From an optimization exercise on the open Yosys and OpenROAD flow, aimed at small area and a short achievable clock period; shortcuts taken in it are not production practice.
For this run, only the layout was checked, not whether the RTL still works.
No activity file was given, so power comes from the tool's default toggle rates.

==> design.v <==
module alu(
	input  [31:0] data1,       
	input  [31:0] rs2,
	input  [31:0] data2,       
	input  [2:0]  f3,
	input         sub,         
	input         is_rtype,
	input  [31:0] addr_sum,    
	output reg [31:0] alu_result
);
wire        do_sub = sub | f3[1];
wire [32:0] as = {1'b0, data1} + {1'b0, do_sub ? ~rs2 : rs2} + {32'd0, do_sub};
wire        ltu = ~as[32];
wire        big = |data2[31:5];
wire        left = ~f3[2];
reg  [31:0] sh_in, sh_out, rev_out;
integer i;
always @(*) begin
	for (i = 0; i < 32; i = i + 1) sh_in[i] = left ? data1[31-i] : data1[i];
	sh_out = big ? 32'd0 : (sh_in >> data2[4:0]);
	for (i = 0; i < 32; i = i + 1) rev_out[i] = left ? sh_out[31-i] : sh_out[i];
end
always @(*) begin
	case (f3)
		3'b000: alu_result = is_rtype ? as[31:0] : addr_sum;
		3'b010: alu_result = {31'd0, ltu};
		3'b100: alu_result = data1 ^ data2;
		3'b110: alu_result = data1 | data2;
		3'b111: alu_result = data1 & data2;
		default: alu_result = rev_out;    
	endcase
end
endmodule
module rf_bit(
	input  [31:1] sel,
	input  [31:1] val,
	output        q
);
wire [10:0] t;    
genvar k;
generate
	for (k = 0; k < 10; k = k + 1) begin : g3
		ao222_n u(.a1(sel[3*k+1]), .a2(val[3*k+1]), .b1(sel[3*k+2]), .b2(val[3*k+2]),
		          .c1(sel[3*k+3]), .c2(val[3*k+3]), .y(t[k]));
	end
endgenerate
assign t[10] = ~(sel[31] & val[31]);
assign q = ~(&t);
endmodule
module ao222_n(input a1, input a2, input b1, input b2, input c1, input c2, output y);
assign y = ~((a1 & a2) | (b1 & b2) | (c1 & c2));
endmodule
module decoder(
	input  [31:0] instruction,
	output        is_load,
	output        is_store,
	output        is_branch,
	output        is_lui,
	output        is_rtype,
	output        use_imm,     
	output        regwrite
);
wire b2 = instruction[2];
wire b4 = instruction[4];
wire b5 = instruction[5];
wire b6 = instruction[6];
assign is_load   = ~b5 & ~b4;
assign is_store  = b5 & ~b4 & ~b6;
assign is_branch = b6;
assign is_lui    = b2;
assign is_rtype  = b5 & b4 & ~b2;
assign use_imm   = ~b5;
assign regwrite  = b4 | ~b5;    
endmodule
module riscv(
	input clk,
	input reset,
	output [31:0] iram_addr,
	input  [31:0] iram_data,
	output dram_read,
	output dram_write,
	output [31:0] dram_addr,
	output [31:0] dram_data_out,
	input  [31:0] dram_data_in
);
reg [31:0] pc;
reg [31:0] registers [1:31];
assign iram_addr = pc;
wire [31:0] instruction = iram_data;
wire [4:0] rd  = instruction[11:7];
wire [4:0] rs1 = instruction[19:15];
wire [4:0] rs2 = instruction[24:20];
wire is_load, is_store, is_branch, is_lui, is_rtype, use_imm, regwrite;
decoder decoder1(.instruction(instruction), .is_load(is_load), .is_store(is_store),
	.is_branch(is_branch), .is_lui(is_lui), .is_rtype(is_rtype),
	.use_imm(use_imm), .regwrite(regwrite));
wire [31:1] sel1, sel2;
genvar g;
generate
	for (g = 1; g < 32; g = g + 1) begin : dec
		assign sel1[g] = (rs1 == g);
		assign sel2[g] = (rs2 == g);
	end
endgenerate
wire [31:0] rs1_val, rs2_val;
generate
	for (g = 0; g < 32; g = g + 1) begin : rd_bit
		wire [31:1] col;
		genvar k;
		for (k = 1; k < 32; k = k + 1) begin : c
			assign col[k] = registers[k][g];
		end
		rf_bit p1(.sel(sel1), .val(col), .q(rs1_val[g]));
		rf_bit p2(.sel(sel2), .val(col), .q(rs2_val[g]));
	end
endgenerate
wire [11:0] imm12 = is_store ? {instruction[31:25], instruction[11:7]} : instruction[31:20];
wire [31:0] addr_sum = rs1_val + {20'd0, imm12};
wire [31:0] immI = {20'd0, instruction[31:20]};
wire [31:0] data2 = use_imm ? immI : rs2_val;
wire [31:0] alu_result;
alu alu1(.data1(rs1_val), .rs2(rs2_val), .data2(data2), .f3(instruction[14:12]),
	.sub(instruction[30]), .is_rtype(is_rtype), .addr_sum(addr_sum),
	.alu_result(alu_result));
assign dram_addr = addr_sum;
assign dram_data_out = rs2_val;
assign dram_write = is_store;
assign dram_read = is_load;
wire [31:0] wdata = is_load ? dram_data_in :
                    is_lui  ? {instruction[31:12], 12'd0} : alu_result;
always @(posedge clk) begin
	if (regwrite && rd != 5'd0)
		registers[rd] <= wdata;
end
wire take = is_branch && (rs1_val == rs2_val);
wire [11:0] pc_inc = take ? {instruction[31], instruction[7], instruction[30:25], instruction[11:8]} : 12'd1;
always @(posedge clk) begin
	if (reset) pc <= 32'd0;
	else pc <= pc + {20'd0, pc_inc};
end
endmodule
==> run.sh <==
#!/bin/bash
# synth_recipe.tcl (not shown) runs the flow's synth.tcl, then flattens the netlist and writes it again
# the make line also repeats each setting of config.mk as NAME=value (left out here)
make -C /OpenROAD-flow-scripts/flow DESIGN_CONFIG=/design/flow/config.mk WORK_HOME=/design/flow/orfs CLKGATE_MAP_FILE= SYNTH_SCRIPT=/design/flow/synth_recipe.tcl finish
==> config.mk <==
export PLATFORM = sky130hd
export DESIGN_NAME = riscv
export DESIGN_NICKNAME = riscv
export VERILOG_FILES = /design/flow/design.v
export SDC_FILE = /design/flow/constraint.sdc
export NUM_CORES = 4
export LEC_CHECK = 0
export CAP_MARGIN = 20
export CORE_MARGIN = 2
export CORE_UTILIZATION = 40
export SLEW_MARGIN = 20
export SYNTH_HIERARCHICAL = 1
==> constraint.sdc <==
create_clock -name core_clock -period 12.0 [get_ports {clk}]
set_input_delay 2.4000 -clock core_clock [delete_from_list [all_inputs] [get_ports {clk}]]
set_output_delay 2.4000 -clock core_clock [all_outputs]
set_load 0.01 [all_outputs]
==> summary.txt <==
Route
  – Via count: approximately 40000
  – Remaining antenna violation count after routing: 0
  – Wire length per cell: 37.2 um
  – Drt pass-1 iters: 12
  – Vias per cell: between 7 and 8
  – # DRC: 0
  – DRT iter0 DRCs: roughly 9800
  – Routed wire length: approximately 210000 um

Synthesis
  – Mean post-synth cell area: ~14 um2
  – Share of the synthesized area in the top cell type: 59.6%
  – Yosys warning count: 8
  – Yosys cell types: 98
  – Top post-synthesis cells by count: 992 x edfxtp_1, 644 x a222oi_1, 209 x nand2_1
  – Main synth FF type: edfxtp_1
  – Synth area leaders: edfxtp_1 60%, a222oi_1 13%, ha_1 3.0%, xnor2_1 2.0%, nand4_1 2.0%
  – Share of the yosys chip area belonging to registers: 60.9%
  – Mapped Area: about 0.05 mm2
  – Yosys top cell by area: edfxtp_1
  – Syn Nets: 3796
  – Top-count cell post-synth: edfxtp_1
  – Post-synth EDFFs: approximately 1000
  – Cells after Synth: between 3000 and 4000
  – Post-synth ARST share: 0%
  – Flop and latch count out of synthesis: 1024

Placement
  – Buffers added on ports: 160
  – Hpwl dp: roughly 140000 um
  – RePlAce Congestion: roughly 1.0

GRT
  – GRT overflow: 0
  – Largest net degree at the start of global routing: 66
  – Global-route wire length before repair: approximately 290000 um
  – Total Routing Usage GR: about a third
  – Initial antenna violation count: 7
  – Vias in the first global route: around 38000

Power and ir drop
  – Clk pwr share: 34.6%
  – Max IR drop VDD: ~0.11 mV
  – Power share of the combinational group: between 20% and 30%
  – Seq pwr share: between 40 and 50%
  – Net Sw Frac: roughly 29%
  – Sw power: 2.69 mW
  – PwrDens: roughly 160 mW/mm2
  – Internal power: approximately 6.4 mW
  – Leak: 19.3 nW

STA
  – Worst Hold Slack: 546 ps
  – Worst-margin pin slew: about 1200 ps
  – Hold Vio Cnt, Final: 0
  – Post-route clock skew: between 30 and 40 ps
  – TNS Setup: 0 ps
  – Peak Freq: approximately 88 MHz
  – Final Slew Violations: 0
  – Fin crit period: 11340 ps
  – RSZ-0062 raised after global routing: false
  – Final setup viols: 0
  – Relative slew slack: about a fifth
  – Fin crit share: about 94%

Die
  – Die H: roughly 360 um
  – Row Count: 129
  – Die area: ~0.13 mm2
  – Die X-Extent: between 300 and 400 um
  – Starting Density: about 40%
  – Core area: 0.124 mm2
  – Ports: ~160

Clock network
  – H-tree levels: 3
  – Post-CTS Hold Buffers: 0
  – CTS Sinks: slightly above 1000
  – CTS tree: built
  – Clock Tree Buf Depth: 3
  – CTS root buf: clkbuf_16
  – Num CTS Buffers: between 100 and 150
  – Worst-path clk slew: approximately 60 ps
  – Setup Fix Bufs, Post-CTS: 0
  – CTS resizes: 0
  – Worst skew pair latency: just over 700 ps

Critical path
  – WP data required: 9600 ps
  – Worst reg2reg path startpoint: registers[22][16]$_DFFE_PP_
  – Critical path arrival: roughly 8900 ps
  – CP max stage delay: 830 ps
  – Worst-path fanout max: 22
  – CP Cell Sequence: clkdlybuf4s50_1 > nand2_1 > nor2_4 > buf_4 > a222oi_1 > nand4_1 > a2111o_1 > ha_1 > o21a_1 > o31a_1 > o22a_1 > a2111o_1 > nand4_1 > xnor2_1 > clkdlybuf4s50_1
  – Slowest cell on crit path: clkdlybuf4s50_1
  – CP Buf/Inv Count: 3
  – Setup CP Type: in -> out
  – Count of cells along the worst register-to-register path: 12
  – Reg-to-reg critical path endpoint: registers[24][13]$_DFFE_PP_
  – Crit path launch type: primary input
  – CP endpoint kind: output port
  – Reg2reg setup slack: about 5200 ps
  – Delay-heaviest family, CP: compound AO/OA/AOI/OAI gates

Min path
  – Startpoint of the worst hold path: pc[15]$_SDFF_PP0_
  – Hold Path Class: reg -> reg
  – Min-Delay Endpoint: pc[15]$_SDFF_PP0_
  – Hold Crit Depth: 2

Run status
  – Status: no timing/DRC/antenna violations

Final layout
  – Multi-input gate area: 0.0194 mm2
  – Total Nets Final: roughly 4100
  – Area growth from synthesis to layout: 17.0%
  – Filler cell count: ~11000
  – Register Area: approximately 0.030 mm2
  – Share of layout cells above drive strength 1: a little over an eighth

Run
  – Max-Cap Viols: 0
cells by family (layout without fill, tap and decap cells):
family / after synthesis / after routing / share of synthesized area (%)
buffers and inverters: 210 / 619 / 1.74
XOR/XNOR: 135 / 135 / 2.36
multiplexers: 144 / 144 / 3.53
adder cells (fa/ha/maj): 122 / 122 / 3.10
other: 0 / 1 / 0
flip-flops: 1024 / 1024 / 60.9
AND/OR/NAND/NOR: 791 / 791 / 7.76
AO/OA/AOI/OAI: 1182 / 1182 / 20.6
cells in the final DEF (no fill, tap or decap), types with 56 or more instances in the layout:
master,instances
a21oi_1,125
a222oi_1,644
ha_1,119
edfxtp_1,992
clkdlybuf4s50_1,159
nor2_4,56
nand2_1,209
o21ai_0,81
inv_1,88
nand4_1,157
nor2_1,138
buf_4,179
clkbuf_16,104
a2111o_1,65
xnor2_1,117
mux2i_1,80
power groups by stage:
stage               logic (mW)  registers (mW)  clock network (mW)
global placement          1.81            4.13                   0
floorplan                 1.02            4.13                   0
detailed placement        1.82            4.13                   0
finish                    1.90            4.05                3.15
global route              1.98            4.06                3.32
CTS                       1.83            4.05                3.17
metal layers:
layer  share of wire (%)  vias to the layer above  track usage [%]
li1                    -                    16700                -
met1                  35                    20300             40.4
met2                  42                     3367             46.7
met3                  15                      576             10.6
met4                 7.5                        6             20.5
met5               0.014                        -                0
worst max-delay path by stage:
stage | start | slack [ps] | cells past startpoint | endpoint
2_1_floorplan | iram_data[18] | 1990 | 16 | dram_addr[16]
3_3_place_gp | iram_data[17] | 1020 | 15 | dram_addr[18]
3_5_place_dp | iram_data[17] | 1010 | 15 | dram_addr[18]
4_1_cts | iram_data[17] | 970 | 15 | dram_addr[18]
5_1_grt | iram_data[17] | 690 | 14 | dram_addr[18]
6_report | iram_data[17] | 660 | 15 | dram_addr[18]
Yosys stat by module, one instance, submodules excluded:
module	times used	area (um2)	flops+latches
rf_bit	64	27.5	0
riscv	1	34500	1024
decoder	1	50.0	0
ao222_n	640	10.0	0
alu	1	7270	0
area by class of cell:
class	instances	share of cell area (%)
repair buffers	340	5.10
clock inverters	68	0.986
well taps	1637	3.50
flip-flops and latches	1024	52.0
multi-input cells	2374	33.2
clock buffers	119	4.55
diodes	1	0.00428
inverters	92	0.591
worst reg2reg max path: cells and delay by family (launching register included):
family          cells  cell delay, ps
compound gates      6            3200
simple gates        5            2650
flops               1             390
mux                 1             180
sequential cells by signal, summed over array words and instances (netlist names):
signal,cells
registers,992
pc,32
metrics by stage:
| step | util, % | worst slack (ps) | cell area (um2) | cells | power (mW) |
|---|---|---|---|---|---|
| 4_1_cts | 47.2 | 974 | 58400 | 5653 | 9.05 |
| 5_1_grt | 47.2 | 694 | 58500 | 5654 | 9.35 |
| 3_3_place_gp | 44.6 | 1020 | 55200 | 5466 | 5.94 |
| 2_1_floorplan | - | 1990 | 50000 | 3608 | 5.15 |
| 3_5_place_dp | 44.6 | 1010 | 55200 | 5466 | 5.95 |
| 6_report | 47.2 | 660 | 58500 | 5655 | 9.10 |

what the ideal ports hide:
No port has a modelled driver above. Below, the same layout with a new extraction and two added sets of constraints. Step 1: set_driving_cell puts a clkbuf_16 on clk and a buf_2 on each other input, an assumption about the parent block. Step 2 also shifts input and output timing later by t, the mid clock arrival at the registers, as if the neighbouring blocks saw the same clock. Slacks: no drivers / after step 1 / after step 2; pairs: no drivers / after step 1.
t, ns: 0.762
setup WS [ns]: 0.660 / 0.625 / 0.625
worst setup path after step 2: input to output
pins driven straight from the clock port: 1
After both steps setup and hold are still met in this run. The setup slack of this run moves by -0.035 ns with the drivers and by -0.035 ns with both steps.
